What follows belongs to an exercise in optimizing a design on an open flow for small area, a short achievable clock period and few clock cycles per item; a production flow would make more cautious choices.
In this exercise RTL edits were held to simulation tests only and were not proved equivalent to the original.

==> run a <==
==> flow/design.v <==
module SORT_IP #(parameter IP_WIDTH = 8) (
    IN_character, IN_weight,
    OUT_character
);
input [IP_WIDTH*4-1:0]  IN_character;
input [IP_WIDTH*5-1:0]  IN_weight;
output reg [IP_WIDTH*4-1:0] OUT_character;
reg [8:0] ch_wei [0:7];
integer i,j,k;
generate
    always @(*) begin
        for (k = IP_WIDTH - 1;k >= 0;k = k - 1 ) begin 
                ch_wei[IP_WIDTH - 1 - k] = {IN_character[4*k+:4],IN_weight[5*k+:5]};
        end
        for (i = 0 ; i < IP_WIDTH - 1 ; i = i + 1 ) begin 
            for (j = i ; j >= 0 ; j = j - 1 ) begin 
                if (ch_wei[j][4:0] < ch_wei[j+1][4:0]) begin
                    {ch_wei[j],ch_wei[j+1]} = {ch_wei[j+1],ch_wei[j]};
                end
            end
        end
    end
endgenerate
always @(*) begin
    case (IP_WIDTH)
        3: OUT_character = {ch_wei[0][8:5],ch_wei[1][8:5],ch_wei[2][8:5]};
        4: OUT_character = {ch_wei[0][8:5],ch_wei[1][8:5],ch_wei[2][8:5],ch_wei[3][8:5]};
        5: OUT_character = {ch_wei[0][8:5],ch_wei[1][8:5],ch_wei[2][8:5],ch_wei[3][8:5],ch_wei[4][8:5]};
        6: OUT_character = {ch_wei[0][8:5],ch_wei[1][8:5],ch_wei[2][8:5],ch_wei[3][8:5],ch_wei[4][8:5],ch_wei[5][8:5]};
        7: OUT_character = {ch_wei[0][8:5],ch_wei[1][8:5],ch_wei[2][8:5],ch_wei[3][8:5],ch_wei[4][8:5],ch_wei[5][8:5],ch_wei[6][8:5]};
        8: OUT_character = {ch_wei[0][8:5],ch_wei[1][8:5],ch_wei[2][8:5],ch_wei[3][8:5],ch_wei[4][8:5],ch_wei[5][8:5],ch_wei[6][8:5],ch_wei[7][8:5]};
        default: OUT_character = 'b0;
    endcase
end
endmodule
module HT_TOP(
    clk,
    rst_n,
    in_valid,
    in_weight,
    out_mode,
    out_valid,
    out_code
);
input clk, rst_n, in_valid, out_mode;
input [2:0] in_weight;
output reg out_valid, out_code;
localparam IDLE = 2'd0, INPUT = 2'd1, MERGE = 2'd2, OUTPUT = 2'd3;
reg [1:0] st;
reg       vin;        
reg [2:0] win;
reg       min;
reg [2:0] cnt;
reg       mode;
reg [5:0] W [0:7];    
reg [2:0] P [0:4];    
reg [2:0] NP0, NP1, NP2;
reg [1:0] NP3, NP4;
reg       NP5;        
reg [2:0] k;          
reg [2:0] t;          
integer j, s;
function ge3;           
    input [2:0] a, b;
    integer i;
    reg c;
    begin
        c = 1'b1;
        for (i = 0; i < 3; i = i + 1)
            c = (a[i] & ~b[i]) | (a[i] & c) | (~b[i] & c);
        ge3 = c;
    end
endfunction
function ge6;           
    input [5:0] a, b;
    integer i;
    reg c;
    begin
        c = 1'b1;
        for (i = 0; i < 6; i = i + 1)
            c = (a[i] & ~b[i]) | (a[i] & c) | (~b[i] & c);
        ge6 = c;
    end
endfunction
wire        ins  = (st != MERGE);
wire        modx = (st == IDLE) ? min : mode;
wire [5:0]  S    = W[0] + W[1];
wire [5:0]  NEWW = ins ? {3'b000, win} : S;
reg  [8:0]  keep;      
reg  [9:0]  lt;        
reg  [7:0]  selN, selA, selC;
reg  [2:0]  np;        
reg  [5:0]  Wn [0:7];
reg  [5:0]  Wx [0:9];
always @(*) begin
    for (j = 0; j < 8; j = j + 1) Wx[j] = W[j];
    Wx[8] = 6'd0; Wx[9] = 6'd0;
    keep[8] = 1'b1;
    for (j = 0; j < 8; j = j + 1)
        keep[j] = (j >= 8 - cnt) && ge3(W[j][2:0], win);
    lt[0] = 1'b1; lt[1] = 1'b1; lt[8] = 1'b0; lt[9] = 1'b0;
    for (j = 2; j < 8; j = j + 1)
        lt[j] = (j < 8 - cnt) && !ge6(W[j], S);
    np = 3'd0;
    for (j = 0; j < 8; j = j + 1) begin
        selA[j] = ins && keep[j];
        selC[j] = !ins && lt[j+2];
        selN[j] = ins ? (!keep[j] && keep[j+1]) : (lt[j+1] && !lt[j+2]);
        Wn[j] = selA[j] ? Wx[j] : selC[j] ? Wx[j+2] : selN[j] ? NEWW : Wx[j+1];
        if (selN[j]) np = np | j[2:0];
    end
end
function [2:0] leaf;    
    input       m;
    input [2:0] kk;
    begin
        case ({m, kk})
            4'b0_000: leaf = 3'd4;
            4'b0_001: leaf = 3'd5;
            4'b0_010: leaf = 3'd6;
            4'b0_011: leaf = 3'd7;
            4'b0_100: leaf = 3'd3;
            4'b1_000: leaf = 3'd4;
            4'b1_001: leaf = 3'd2;
            4'b1_010: leaf = 3'd5;
            4'b1_011: leaf = 3'd0;
            default:  leaf = 3'd1;
        endcase
    end
endfunction
wire last = (st == MERGE) && (cnt == 3'd5);    
always @(posedge clk or negedge rst_n) begin
    if (!rst_n) begin
        st  <= IDLE;
        cnt <= 3'd0;
    end else begin
        case (st)
            IDLE:   if (vin) begin st <= INPUT; cnt <= 3'd1; end
            INPUT:  begin
                        cnt <= cnt + 3'd1;
                        if (cnt == 3'd7) st <= MERGE;
                    end
            MERGE:  begin
                        cnt <= cnt + 3'd1;
                        if (last) st <= OUTPUT;
                    end
            OUTPUT: if (k == 3'd5) begin st <= IDLE; cnt <= 3'd0; end
        endcase
    end
end
always @(posedge clk or negedge rst_n) begin
    if (!rst_n) vin <= 1'b0;
    else        vin <= in_valid;
end
always @(posedge clk) begin
    win <= in_weight;
    min <= out_mode;
end
always @(posedge clk) begin
    if (st == IDLE) mode <= min;
    for (j = 0; j < 4; j = j + 1) W[j] <= Wn[j];
    W[4] <= {1'b0, Wn[4][4:0]};
    W[5] <= {1'b0, Wn[5][4:0]};
    W[6] <= {2'b0, Wn[6][3:0]};
    W[7] <= {3'b0, Wn[7][2:0]};
    if (st == IDLE || st == INPUT)
        for (s = 0; s < 5; s = s + 1) begin
            if (cnt == leaf(modx, s[2:0])) P[s] <= np;
            else if (ge3(np, P[s]))       P[s] <= P[s] - 3'd1;
        end
    if (st == MERGE)
        case (cnt)
            3'd0: NP0 <= np;
            3'd1: NP1 <= np;
            3'd2: NP2 <= np;
            3'd3: NP3 <= np[1:0];
            3'd4: NP4 <= np[1:0];
            default: NP5 <= np[0];
        endcase
end
function [2:0] move;
    input [2:0] p;
    input [2:0] n;
    begin
        if (p <= 3'd1)          move = n;
        else if (!ge3(p - 3'd2, n)) move = p - 3'd2;
        else                    move = p - 3'd1;
    end
endfunction
wire       np5 = last ? np[0] : NP5;
reg  [2:0] pp [0:6];
reg  [6:0] inv, cb, below;
reg  [2:0] m;
reg        rest;
always @(*) begin
    case (k)
        3'd0: pp[0] = P[0];
        3'd1: pp[0] = P[1];
        3'd2: pp[0] = P[2];
        3'd3: pp[0] = P[3];
        default: pp[0] = P[4];
    endcase
    pp[1] = move(pp[0], NP0);
    pp[2] = move(pp[1], NP1);
    pp[3] = move(pp[2], NP2);
    pp[4] = move(pp[3], {1'b0, NP3});
    pp[5] = move(pp[4], {1'b0, NP4});
    pp[6] = move(pp[5], {2'b00, np5});
    for (j = 0; j < 7; j = j + 1) begin
        inv[j] = (pp[j] <= 3'd1);
        cb[j]  = (pp[j] == 3'd0);
    end
    inv[6] = 1'b1;
    m = 3'd0;
    for (j = 0; j < 7; j = j + 1)
        if (inv[j] && j <= t) m = j[2:0];
    rest = 1'b0;
    for (j = 0; j < 7; j = j + 1)
        if (inv[j] && j < m) rest = 1'b1;
end
always @(posedge clk or negedge rst_n) begin
    if (!rst_n) begin
        out_valid <= 1'b0;
        out_code  <= 1'b0;
        k <= 3'd0;
        t <= 3'd6;
    end else if (last || (st == OUTPUT && k != 3'd5)) begin
        out_valid <= 1'b1;
        out_code  <= cb[m];
        if (rest) t <= m - 3'd1;
        else begin t <= 3'd6; k <= k + 3'd1; end
    end else begin
        out_valid <= 1'b0;
        out_code  <= 1'b0;
        k <= 3'd0;
        t <= 3'd6;
    end
end
endmodule
==> flow/run.sh <==
#!/bin/bash
# synth_recipe.tcl (not shown) runs the flow's synth.tcl, then flattens the netlist and writes it again
# the make line also repeats each setting of config.mk as NAME=value (left out here)
make -C /OpenROAD-flow-scripts/flow DESIGN_CONFIG=/design/flow/config.mk WORK_HOME=/design/flow/orfs CLKGATE_MAP_FILE= SYNTH_SCRIPT=/design/flow/synth_recipe.tcl finish
==> flow/config.mk <==
export PLATFORM = sky130hd
export DESIGN_NAME = HT_TOP
export DESIGN_NICKNAME = HT_TOP
export VERILOG_FILES = /design/flow/design.v
export SDC_FILE = /design/flow/constraint.sdc
export NUM_CORES = 4
export LEC_CHECK = 0
export CAP_MARGIN = 20
export CORE_MARGIN = 2
export CORE_UTILIZATION = 40
export SLEW_MARGIN = 20
==> flow/constraint.sdc <==
create_clock -name core_clock -period 26.0 [get_ports {clk}]
set_input_delay 5.2000 -clock core_clock [delete_from_list [all_inputs] [get_ports {clk}]]
set_output_delay 5.2000 -clock core_clock [all_outputs]
set_load 0.01 [all_outputs]
==> run b (differences from run a) <==
--- a/flow/design.v
+++ b/flow/design.v
@@ -46,10 +46,10 @@
 input [2:0] in_weight;
 output reg out_valid, out_code;
-localparam IDLE = 2'd0, INPUT = 2'd1, MERGE = 2'd2, OUTPUT = 2'd3;
+localparam IDLE = 2'd0, INPUT = 2'd1, MERGE = 2'd3, OUTPUT = 2'd2;    
 reg [1:0] st;
 reg       vin;        
 reg [2:0] win;
-reg       min;
-reg [2:0] cnt;
+reg [3:0] cnt;        
+wire [7:0] c;         
 reg       mode;
 reg [5:0] W [0:7];    
@@ -61,4 +61,21 @@
 reg [2:0] t;          
 integer j, s;
+assign c[0] = !cnt[3] && !cnt[0];
+assign c[1] =  cnt[0] && !cnt[1];
+assign c[2] =  cnt[1] && !cnt[2];
+assign c[3] =  cnt[2] && !cnt[3];
+assign c[4] =  cnt[3] &&  cnt[0];
+assign c[5] = !cnt[0] &&  cnt[1];
+assign c[6] = !cnt[1] &&  cnt[2];
+assign c[7] = !cnt[2] &&  cnt[3];
+wire [3:0] cnt_inc = {cnt[2:0], !cnt[3]};
+wire [5:0] kd;        
+assign kd[0] = !k[2] && !k[0];
+assign kd[1] =  k[0] && !k[1];
+assign kd[2] =  k[1] && !k[2];
+assign kd[3] =  k[2] &&  k[0];
+assign kd[4] = !k[0] &&  k[1];
+assign kd[5] = !k[1] &&  k[2];
+wire [2:0] k_inc = {k[1:0], !k[2]};
 function ge3;           
     input [2:0] a, b;
@@ -84,7 +101,13 @@
 endfunction
 wire        ins  = (st != MERGE);
-wire        modx = (st == IDLE) ? min : mode;
 wire [5:0]  S    = W[0] + W[1];
 wire [5:0]  NEWW = ins ? {3'b000, win} : S;
+reg  [9:0]  g;         
+reg  [7:0]  below;     
+always @(*)
+    for (j = 0; j < 8; j = j + 1) begin
+        below[j] = 1'b0;
+        for (s = 0; s < 8 - j; s = s + 1) below[j] = below[j] | c[s];
+    end
 reg  [8:0]  keep;      
 reg  [9:0]  lt;        
@@ -96,10 +119,14 @@
     for (j = 0; j < 8; j = j + 1) Wx[j] = W[j];
     Wx[8] = 6'd0; Wx[9] = 6'd0;
+    g[0] = ge3(W[0][2:0], win);
+    g[1] = ge3(W[1][2:0], win);
+    for (j = 2; j < 8; j = j + 1)
+        g[j] = ge6(W[j], NEWW);
     keep[8] = 1'b1;
     for (j = 0; j < 8; j = j + 1)
-        keep[j] = (j >= 8 - cnt) && ge3(W[j][2:0], win);
+        keep[j] = !below[j] && g[j];
     lt[0] = 1'b1; lt[1] = 1'b1; lt[8] = 1'b0; lt[9] = 1'b0;
     for (j = 2; j < 8; j = j + 1)
-        lt[j] = (j < 8 - cnt) && !ge6(W[j], S);
+        lt[j] = below[j] && !g[j];
     np = 3'd0;
     for (j = 0; j < 8; j = j + 1) begin
@@ -111,39 +138,43 @@
     end
 end
-function [2:0] leaf;    
+function isleaf;        
     input       m;
+    input [7:0] cd;
     input [2:0] kk;
     begin
         case ({m, kk})
-            4'b0_000: leaf = 3'd4;
-            4'b0_001: leaf = 3'd5;
-            4'b0_010: leaf = 3'd6;
-            4'b0_011: leaf = 3'd7;
-            4'b0_100: leaf = 3'd3;
-            4'b1_000: leaf = 3'd4;
-            4'b1_001: leaf = 3'd2;
-            4'b1_010: leaf = 3'd5;
-            4'b1_011: leaf = 3'd0;
-            default:  leaf = 3'd1;
+            4'b0_000: isleaf = cd[4];
+            4'b0_001: isleaf = cd[5];
+            4'b0_010: isleaf = cd[6];
+            4'b0_011: isleaf = cd[7];
+            4'b0_100: isleaf = cd[3];
+            4'b1_000: isleaf = cd[4];
+            4'b1_001: isleaf = cd[2];
+            4'b1_010: isleaf = cd[5];
+            4'b1_011: isleaf = cd[0];
+            default:  isleaf = cd[1];
         endcase
     end
 endfunction
-wire last = (st == MERGE) && (cnt == 3'd5);    
+wire last = (st == MERGE) && c[5];    
 always @(posedge clk or negedge rst_n) begin
     if (!rst_n) begin
         st  <= IDLE;
-        cnt <= 3'd0;
+        cnt <= 4'd0;
     end else begin
         case (st)
-            IDLE:   if (vin) begin st <= INPUT; cnt <= 3'd1; end
+            IDLE:   if (vin) begin st <= INPUT; cnt <= cnt_inc; end
             INPUT:  begin
-                        cnt <= cnt + 3'd1;
-                        if (cnt == 3'd7) st <= MERGE;
+                        cnt <= cnt_inc;
+                        if (c[7]) st <= MERGE;
                     end
             MERGE:  begin
-                        cnt <= cnt + 3'd1;
+                        cnt <= cnt_inc;
                         if (last) st <= OUTPUT;
                     end
-            OUTPUT: if (k == 3'd5) begin st <= IDLE; cnt <= 3'd0; end
+            OUTPUT: begin
+                        cnt <= 4'd0;
+                        if (kd[5]) st <= IDLE;
+                    end
         endcase
     end
@@ -155,8 +186,7 @@
 always @(posedge clk) begin
     win <= in_weight;
-    min <= out_mode;
 end
 always @(posedge clk) begin
-    if (st == IDLE) mode <= min;
+    if (st == IDLE && !vin) mode <= out_mode;    
     for (j = 0; j < 4; j = j + 1) W[j] <= Wn[j];
     W[4] <= {1'b0, Wn[4][4:0]};
@@ -166,53 +196,73 @@
     if (st == IDLE || st == INPUT)
         for (s = 0; s < 5; s = s + 1) begin
-            if (cnt == leaf(modx, s[2:0])) P[s] <= np;
+            if (isleaf(mode, c, s))      P[s] <= np;
             else if (ge3(np, P[s]))       P[s] <= P[s] - 3'd1;
         end
     if (st == MERGE)
-        case (cnt)
-            3'd0: NP0 <= np;
-            3'd1: NP1 <= np;
-            3'd2: NP2 <= np;
-            3'd3: NP3 <= np[1:0];
-            3'd4: NP4 <= np[1:0];
-            default: NP5 <= np[0];
+    begin
+        if (c[0]) NP0 <= np;
+        if (c[1]) NP1 <= np;
+        if (c[2]) NP2 <= np;
+        if (c[3]) NP3 <= np[1:0];
+        if (c[4]) NP4 <= np[1:0];
+        if (c[5]) NP5 <= np[0];
+    end
+end
+function [7:0] mv;
+    input [7:0] h;
+    input [2:0] q;
+    integer i;
+    reg [8:0] a;
+    begin
+        case (q)                                   
+            3'd0: a = 9'b0_0000_0011;
+            3'd1: a = 9'b0_0000_0111;
+            3'd2: a = 9'b0_0000_1111;
+            3'd3: a = 9'b0_0001_1111;
+            3'd4: a = 9'b0_0011_1111;
+            3'd5: a = 9'b0_0111_1111;
+            3'd6: a = 9'b0_1111_1111;
+            default: a = 9'b1_1111_1111;
         endcase
-end
-function [2:0] move;
-    input [2:0] p;
-    input [2:0] n;
-    begin
-        if (p <= 3'd1)          move = n;
-        else if (!ge3(p - 3'd2, n)) move = p - 3'd2;
-        else                    move = p - 3'd1;
+        mv = 8'd0;
+        for (i = 0; i < 8; i = i + 1) begin
+            if (i + 2 < 8) mv[i] = mv[i] | (h[i+2] & a[i+2]);
+            if (i + 1 < 8 && i + 1 >= 2) mv[i] = mv[i] | (h[i+1] & !a[i+1]);
+            if (i == q) mv[i] = mv[i] | h[0] | h[1];
+        end
     end
 endfunction
 wire       np5 = last ? np[0] : NP5;
-reg  [2:0] pp [0:6];
-reg  [6:0] inv, cb, below;
+reg  [2:0] p0;
+reg  [7:0] h [0:6];
+reg  [6:0] inv, cb, upto;
 reg  [2:0] m;
 reg        rest;
 always @(*) begin
-    case (k)
-        3'd0: pp[0] = P[0];
-        3'd1: pp[0] = P[1];
-        3'd2: pp[0] = P[2];
-        3'd3: pp[0] = P[3];
-        default: pp[0] = P[4];
+    p0 = kd[0] ? P[0] : kd[1] ? P[1] : kd[2] ? P[2] : kd[3] ? P[3] : P[4];
+    h[0] = 8'd1 << p0;
+    h[1] = mv(h[0], NP0) & 8'h7f;
+    h[2] = mv(h[1], NP1) & 8'h3f;
+    h[3] = mv(h[2], NP2) & 8'h1f;
+    h[4] = mv(h[3], {1'b0, NP3}) & 8'h0f;
+    h[5] = mv(h[4], {1'b0, NP4}) & 8'h07;
+    h[6] = mv(h[5], {2'b00, np5}) & 8'h03;
+    for (j = 0; j < 7; j = j + 1) begin
+        inv[j] = h[j][0] | h[j][1];
+        cb[j]  = h[j][0];
+    end
+    inv[6] = 1'b1;
+    case (t)
+        3'd0: upto = 7'b000_0001;
+        3'd1: upto = 7'b000_0011;
+        3'd2: upto = 7'b000_0111;
+        3'd3: upto = 7'b000_1111;
+        3'd4: upto = 7'b001_1111;
+        3'd5: upto = 7'b011_1111;
+        default: upto = 7'b111_1111;
     endcase
-    pp[1] = move(pp[0], NP0);
-    pp[2] = move(pp[1], NP1);
-    pp[3] = move(pp[2], NP2);
-    pp[4] = move(pp[3], {1'b0, NP3});
-    pp[5] = move(pp[4], {1'b0, NP4});
-    pp[6] = move(pp[5], {2'b00, np5});
-    for (j = 0; j < 7; j = j + 1) begin
-        inv[j] = (pp[j] <= 3'd1);
-        cb[j]  = (pp[j] == 3'd0);
-    end
-    inv[6] = 1'b1;
     m = 3'd0;
     for (j = 0; j < 7; j = j + 1)
-        if (inv[j] && j <= t) m = j[2:0];
+        if (inv[j] && upto[j]) m = j[2:0];
     rest = 1'b0;
     for (j = 0; j < 7; j = j + 1)
@@ -225,9 +275,9 @@
         k <= 3'd0;
         t <= 3'd6;
-    end else if (last || (st == OUTPUT && k != 3'd5)) begin
+    end else if (last || (st == OUTPUT && !kd[5])) begin
         out_valid <= 1'b1;
         out_code  <= cb[m];
         if (rest) t <= m - 3'd1;
-        else begin t <= 3'd6; k <= k + 3'd1; end
+        else begin t <= 3'd6; k <= k_inc; end
     end else begin
         out_valid <= 1'b0;
- ABC_AREA: not set -> 1
==> comparison <==
In core utilization, run a and run b hardly differ.
Of run a and run b, run a has the higher area after synthesis (gap about 14%, measured against run b).
Critical path depth: run b is lower than run a (42).
In run b the fmax is higher than in run a, by about 60%.
In run a the clock skew is higher than in run b, by 0.0056 ns.
Non-clock buffer count: run b is lower than run a (4).
In run b the global-route usage is lower than in run a, by 0.16 points.
Register-to-register slack: run b is better than run a (5.0 ns).
Against run b, the routed wire length of run a is larger by about 20%.
Run b passed the timing, design-rule and antenna checks. Run a finished clean.
==> figures <==
Met3 usage in global routing: run a 2.866%; run b 2.443%
Slew margin rel.: run a 39.81%; run b 35.94%
Data required, critical path: run a 26.22 ns; run b 20.80 ns
Layout Area Growth over Synthesis: run a 8.152%; run b 8.586%
Fraction of synthesis flops using an asynchronous set or reset pin: run a 15.73%; run b 16.85%
Sum of routed wire segments on met1: run a 8.664 mm; run b 7.298 mm
Count of buffering cells on the critical path with inverters included: run a 4; run b 1
Worst hold slack: run a 0.5740 ns; run b 0.5792 ns
Largest net degree at the start of global routing: run a 28; run b 30
Status: run a complete, no violations; run b complete, no violations
Total number of placement rows: run a 49; run b 46
Iteration count of the initial detailed-routing pass: run a 7; run b 5
Minimum clock period after layout: run a 10.25 ns; run b 6.407 ns
X dimension of the die: run a 139.0 µm; run b 130.5 µm
Signal inverters: run a 65; run b 137
Start point of the critical path: run a k[2]; run b out_code
Floorplan core area: run a 0.01790 mm²; run b 0.01577 mm²
Non-clock buffering overhead in the final layout: run a 1.492%; run b 1.261%
Number of filler cells placed in the layout: run a 1764; run b 1646
Complex-gate fraction of the synthesized area: run a 22.64%; run b 16.15%
Post-synthesis mux area share: run a 6.968%; run b 0%
Testbench counts of run a, summed over its fixed seeds: cycles 80,215, items 2,400.
Testbench counts of run b, summed over its fixed seeds: cycles 80,215, items 2,400.

-- port drivers added, routing unchanged --
How much do the figures lean on ideal ports? The routed layouts below were timed once more, with nothing changed but the port constraints. Step 1: set_driving_cell puts a clkbuf_16 on clk and a buf_2 on each other input, an assumption about the parent block. Step 2 also shifts input and output timing later by t, the mid clock arrival at the registers, as if the neighbouring blocks saw the same clock. a / b / c = ideal / step 1 / step 2; a / b = the first two.
run	t (ns)	setup slack, ns	worst setup path at the end	latest minus earliest clock arrival (ns)	worst register clock-pin slew, ns
run a	0.388	15.752 / 15.752 / 15.752	register to register	0.018 / 0.017	0.08 / 0.08
run b	0.388	19.593 / 19.553 / 19.875	input, reset recovery	0.011 / 0.011	0.07 / 0.07
After both steps setup and hold are still met in every run listed. Setup slack includes reset recovery checks.
